Source: an optimization exercise on an open RTL-to-GDS flow (aim: small area). Production flows keep margins and buffers that such runs may drop. Power is estimated from default activity; no workload was simulated.

Design Top_module, start of the top module:
module Top_module(
	input clk,
	input rstbt,
	output [8:0] aio,
	output [2:0] bo,
	input bi,
	output [17:0] mem_addr,
	input [5:0] mem_data_in,
	output [5:0] mem_data_out,
	output mem_wen,
	output mem_lbn,
	output sram_csn,
	output sram_oen,
	output sdram_csn
    );
	wire rst = ~rstbt;
	function [7:0] rsub8(input [7:0] a, input [7:0] b, input bin);	 
		integer i; reg c; reg [7:0] r;
		begin
			c = ~bin;
			for (i = 0; i < 8; i = i + 1) begin
				r[i] = a[i] ^ ~b[i] ^ c;
				c = (a[i] & ~b[i]) | (a[i] & c) | (~b[i] & c);
			end
			rsub8 = r;
		end
	endfunction
	function [7:0] radd8(input [7:0] a, input [7:0] b, input cin);	 
		integer i; reg c; reg [7:0] r;
		begin
			c = cin;
			for (i = 0; i < 8; i = i + 1) begin
				r[i] = a[i] ^ b[i] ^ c;
				c = (a[i] & b[i]) | (a[i] & c) | (b[i] & c);
			end
			radd8 = r;
		end
	endfunction
	function rle7(input [6:0] a, input [6:0] b);	 
		integer i; reg c;
		begin
			c = 1'b1;
			for (i = 0; i < 7; i = i + 1)
				c = (~a[i] & b[i]) | (~a[i] & c) | (b[i] & c);
			rle7 = c;
		end
	endfunction
	reg [10:0] hc;		 
	reg [9:0] vc;		 
	wire hc_end = hc[10] & hc[4];					 
	wire vc_end = vc[9] & vc[7] & vc[4] & vc[3] & vc[1];	 
	wire [9:0] vc_nx = rst ? 10'd1 : hc_end ? (vc_end ? 10'd1 : vc + 1'b1) : vc;
	always @(posedge clk) begin
		vc <= vc_nx;
		if (rst | hc_end) hc <= 11'd1;
		else hc <= hc + 1'b1;
	end
	wire vrow = (vc <= 10'd600);
  ...
For scale: about 1000 cells after synthesis, ~7600 um^2 of cells after synthesis.
clock: 10.0 ns
lec_check: 0
cap_margin: 20
core_margin: 2
core_utilization: 40
cts_buf_list: sky130_fd_sc_hd__clkbuf_8
cts_cluster_diameter: 100
cts_cluster_size: 30
slew_margin: 20
standard.sh (not shown) runs the stock make flow with config.mk's settings and CLKGATE_MAP_FILE= SYNTH_SCRIPT=/design/flow/synth_recipe.tcl, a recipe that flattens the netlist after the stock synthesis.
==> flow/flow/run.sh <==
#!/bin/bash
# Own flow: the standard layout, with the combinational logic of the standard
# synthesis re-mapped for area by ABC. Registers (instances, names, cell types)
# are those of the standard synthesis.
set -euo pipefail
WORK=$(pwd)
R=$WORK/orfs/results/$FLOW_PLATFORM/Top_module/base
LIB=$FLOW_HOME/platforms/$FLOW_PLATFORM/lib/sky130_fd_sc_hd__tt_025C_1v80.lib
YOSYS=$FLOW_HOME/../tools/install/yosys/bin/yosys
[ -x "$YOSYS" ] || YOSYS=yosys

# 1. standard synthesis
bash standard.sh synth > $WORK/1_standard_synth.log 2>&1

# 2. re-map the combinational logic for area
mkdir -p $WORK/remap
cp $R/1_2_yosys.v $WORK/remap/standard.v
DONT_USE=""
for c in $(grep -o "\-dont_use [^ ]*" $WORK/orfs/logs/$FLOW_PLATFORM/Top_module/base/1_2_yosys.log | awk '{print $2}' | sort -u); do
  DONT_USE="$DONT_USE -dont_use $c"
done
REMAP_LIB=$LIB REMAP_DONT_USE="$DONT_USE" REMAP_IN=$WORK/remap/standard.v REMAP_TOP=$FLOW_TOP \
  REMAP_SCRIPT=$WORK/flow/remap.abc REMAP_OUT=$WORK/remap/remapped.v \
  $YOSYS -c $WORK/flow/remap.tcl > $WORK/2_remap.log 2>&1

# 3. the standard layout of the re-mapped netlist
bash standard.sh clean_synth > $WORK/3_clean_synth.log 2>&1
# ports get the smallest plain buffer
bash standard.sh SYNTH_NETLIST_FILES=$WORK/remap/remapped.v "BUFFER_PORTS_ARGS=-buffer_cell sky130_fd_sc_hd__buf_1" finish > $WORK/4_layout.log 2>&1
==> flow/flow/remap.abc <==
strash
dc2
&get -n
&deepsyn -T 30
&put
dch -f
amap -F 20 -A 50 -C 5000
topo
==> flow/flow/remap.tcl <==
# Re-map the combinational logic of the standard synthesis netlist for area.
# Registers stay as they are (same instances, names and cell types).
yosys -import
set lib $::env(REMAP_LIB)
set dont_use $::env(REMAP_DONT_USE)
read_liberty -ignore_miss_func $lib
read_verilog $::env(REMAP_IN)
hierarchy -check -top $::env(REMAP_TOP)
# registers and clock cells keep their hierarchy (they are not re-mapped)
foreach pat {sky130_fd_sc_hd__df* sky130_fd_sc_hd__edf* sky130_fd_sc_hd__sdf* sky130_fd_sc_hd__dl* sky130_fd_sc_hd__sedf*} {
  catch { setattr -mod -set keep_hierarchy 1 $pat }
}
flatten
opt_clean -purge
techmap
opt -fast -purge
abc -liberty $lib {*}$dont_use -script $::env(REMAP_SCRIPT)
opt_clean -purge
splitnets
opt_clean -purge
hilomap -singleton -hicell sky130_fd_sc_hd__conb_1 HI -locell sky130_fd_sc_hd__conb_1 LO
insbuf -buf sky130_fd_sc_hd__buf_4 A X
opt_clean -purge
select -module $::env(REMAP_TOP)
stat -liberty $lib
write_verilog -noattr -nohex -nodec -selected $::env(REMAP_OUT)
Then changed:
--- a/flow/design.v
+++ b/flow/design.v
@@ -76,18 +76,19 @@
 	reg [7:0] tilt;
 	wire a_end = (acnt == 10'd690);	 
 	wire [9:0] acnt_nx = {acnt[8:0], ~(acnt[9] ^ acnt[6])};
 	always @(posedge clk)
 		if (rst) begin
 			acnt <= 10'd0;
 			sclk <= 1'b0;
 			n <= 5'd0;
 			act <= 2'd0;
+			tilt <= 8'd0;
 		end else if (a_end) begin
 			acnt <= 10'd0;
 			sclk <= ~sclk;
 			if (sclk) begin
 				if (n == 5'd19) begin
 					n <= 5'd0;
 					if (act != 2'd3) act <= act + 1'b1;
 				end else
 					n <= n + 1'b1;
@@ -119,56 +120,54 @@
 			5'd10: mosi = addr[0];
 			5'd15: mosi = (act == 2'd0);
 			5'd18, 5'd19: mosi = (act == 2'd1);
 			5'd0, 5'd1, 5'd2: mosi = (act == 2'd2);
 			default: mosi = 1'b0;
 		endcase
 	wire ncs = (n == 5'd0) | (n == 5'd1);
 	wire sclk_en = (n == 5'd0) | (n == 5'd1) | (n == 5'd2);
 	assign bo = {sclk_en | sclk, mosi, ncs};
-	wire left = (act != 2'd0) & tilt[7] & (tilt[6:0] <= 7'd96);
-	wire right = (act != 2'd0) & ~tilt[7] & (tilt[6:0] >= 7'd32);
+	wire left = tilt[7] & (tilt[6:0] <= 7'd96);
+	wire right = ~tilt[7] & (tilt[6:0] >= 7'd32);
 	reg [12:0] tcnt;		 
 	wire tick = (tcnt == 13'd5427);	 
 	wire [12:0] tcnt_nx = {tcnt[11:0], ~(tcnt[12] ^ tcnt[3] ^ tcnt[2] ^ tcnt[0])};
 	reg [6:0] bq;			 
 	reg [6:0] bh;			 
 	reg up;
 	reg [1:0] uc;
 	reg over;
 	reg [5:0] P;			 
 	wire [5:0] P_nx;
 	reg [1:0] lo;			 
 	reg [3:0] Q;			 
 	reg [13:0] hi;			 
 	reg [6:0] Bo, B0, B1, B2, B3;	 
+	reg [6:0] rc;			 
 	reg [6:0] rq;			 
-	reg jl;				 
 	wire hz = (hi == 14'd0);
 	wire ge12 = ~hz | (Q >= 4'd12);
 	wire s0 = hz & (Q == 4'd0) & (lo == 2'd0);
 	wire s01 = hz & (Q == 4'd0) & (lo[1] == 1'b0);
 	wire [3:0] m3 = ge12 ? 4'd11 : Q;
-	wire [6:0] rc_max = {1'b1, 1'b0, m3, 1'b0};
-	wire dec3 = hz & (lo == 2'd0) & (Q >= 4'd1) & (Q <= 4'd11);
-	wire rc_end = (rq == rc_max) | (jl & dec3 & (rq == rc_max - 7'd2));
-	always @(posedge clk) begin
-		if (rst) rq <= 7'd64;
-		else if (rc_end) rq <= 7'd7;
-		else rq <= rq + 1'b1;
-		jl <= tick & land;
+	wire rc_end = (rc == {1'b1, 1'b0, m3, 1'b0});
+	always @(posedge clk) begin
+		if (rst) rc <= 7'd7;
+		else if (rc_end) rc <= 7'd7;
+		else rc <= rc + 1'b1;
+		rq <= rc;
 	end
 	function [3:0] mfun(input [3:0] q, input b, input g12);
 		mfun = g12 ? 4'd11 : (q == 4'd0) ? 4'd0 : q - b;
 	endfunction
 	wire [6:0] cK = hc[6:0] + 7'd83;		 
 	wire [7:0] r8 = {1'b0, vc[9:2]};
-	wire [7:0] Gp = rsub8(r8, {2'b0, P}, 1'b0);		 
+	reg [7:0] Gp;
 	wire sel0 = (Gp >= 8'd95) && (Gp <= 8'd99);
 	wire sel1 = (Gp >= 8'd59) && (Gp <= 8'd63);
 	wire sel2 = (Gp >= 8'd23) && (Gp <= 8'd27);
 	wire selo = ~s0 && (Gp >= 8'd131) && (Gp <= 8'd135);
 	wire sel3 = (P >= 6'd13) ? ((Gp >= 8'd243) && (Gp <= 8'd247)) : (vc[9:2] <= 8'd4);
 	wire rmode = hc[9];
 	wire at1 = (bq == 7'd53);
 	wire at0 = (bq == 7'd89);
 	wire gs0 = rmode ? sel0 : ~at1;
@@ -225,18 +224,19 @@
 			else dsum = 3'd1;
 		end
 	end
 	wire s_max = (lo == 2'd0) && (Q == 4'd0) && (hi == 14'd11557);	 
 	wire [2:0] delta = dsum - {2'b0, scroll};		 
 	always @(posedge clk) if (tick & land) Bo <= B0;
 	assign P_nx = rst ? 6'd35 : (tick & land) ? 6'd0 : (tick & scroll) ? P + 1'b1 : P;
 	always @(posedge clk) begin
 		P <= P_nx;
+		Gp <= rsub8({1'b0, vc_nx[9:2]}, {2'b0, P_nx}, 1'b0);
 	end
 	wire [7:0] bqn = radd8({1'b0, bq}, {{5{delta[2]}}, delta}, 1'b0);
 	always @(posedge clk) begin
 		if (rst) begin
 			tcnt <= 13'd0;
 			bq <= 7'd89;
 			bh <= 7'd56;
 			up <= 1'b1;
 			uc <= 2'd0;
The new run passed the timing, DRC and antenna checks; die area rose by 3.8%; power rose by 11%; area after synthesis rose by 3.9%; critical path depth fell by 5; routed wire length fell by 0.79%.
Function was not checked in any run of this note: the RTL went through the layout flow alone.

[what the ideal ports hide]
The results above use ideal ports. As a check the final layouts listed here were re-extracted and re-timed, cells and wires unchanged. Step 1: set_driving_cell puts a clkbuf_16 on clk and a buf_2 on each other input, an assumption about the parent block. Step 2, shift: input delay + t, output delay - t, t = (earliest + latest rising clock arrival at the registers) / 2. This alone moves slack from input paths to output paths. a / b / c = ideal ports / drivers / drivers and shift; a / b = the first two.
| run | t, ns | slack for setup (ns) | worst setup path at the end |
|---|---|---|---|
| the first run | 0.506 | 0.767 / 0.725 / 1.232 | register to output |
| the second run | 0.506 | 1.991 / 1.949 / 2.455 | register to output |
After both steps every run listed still meets setup and hold.
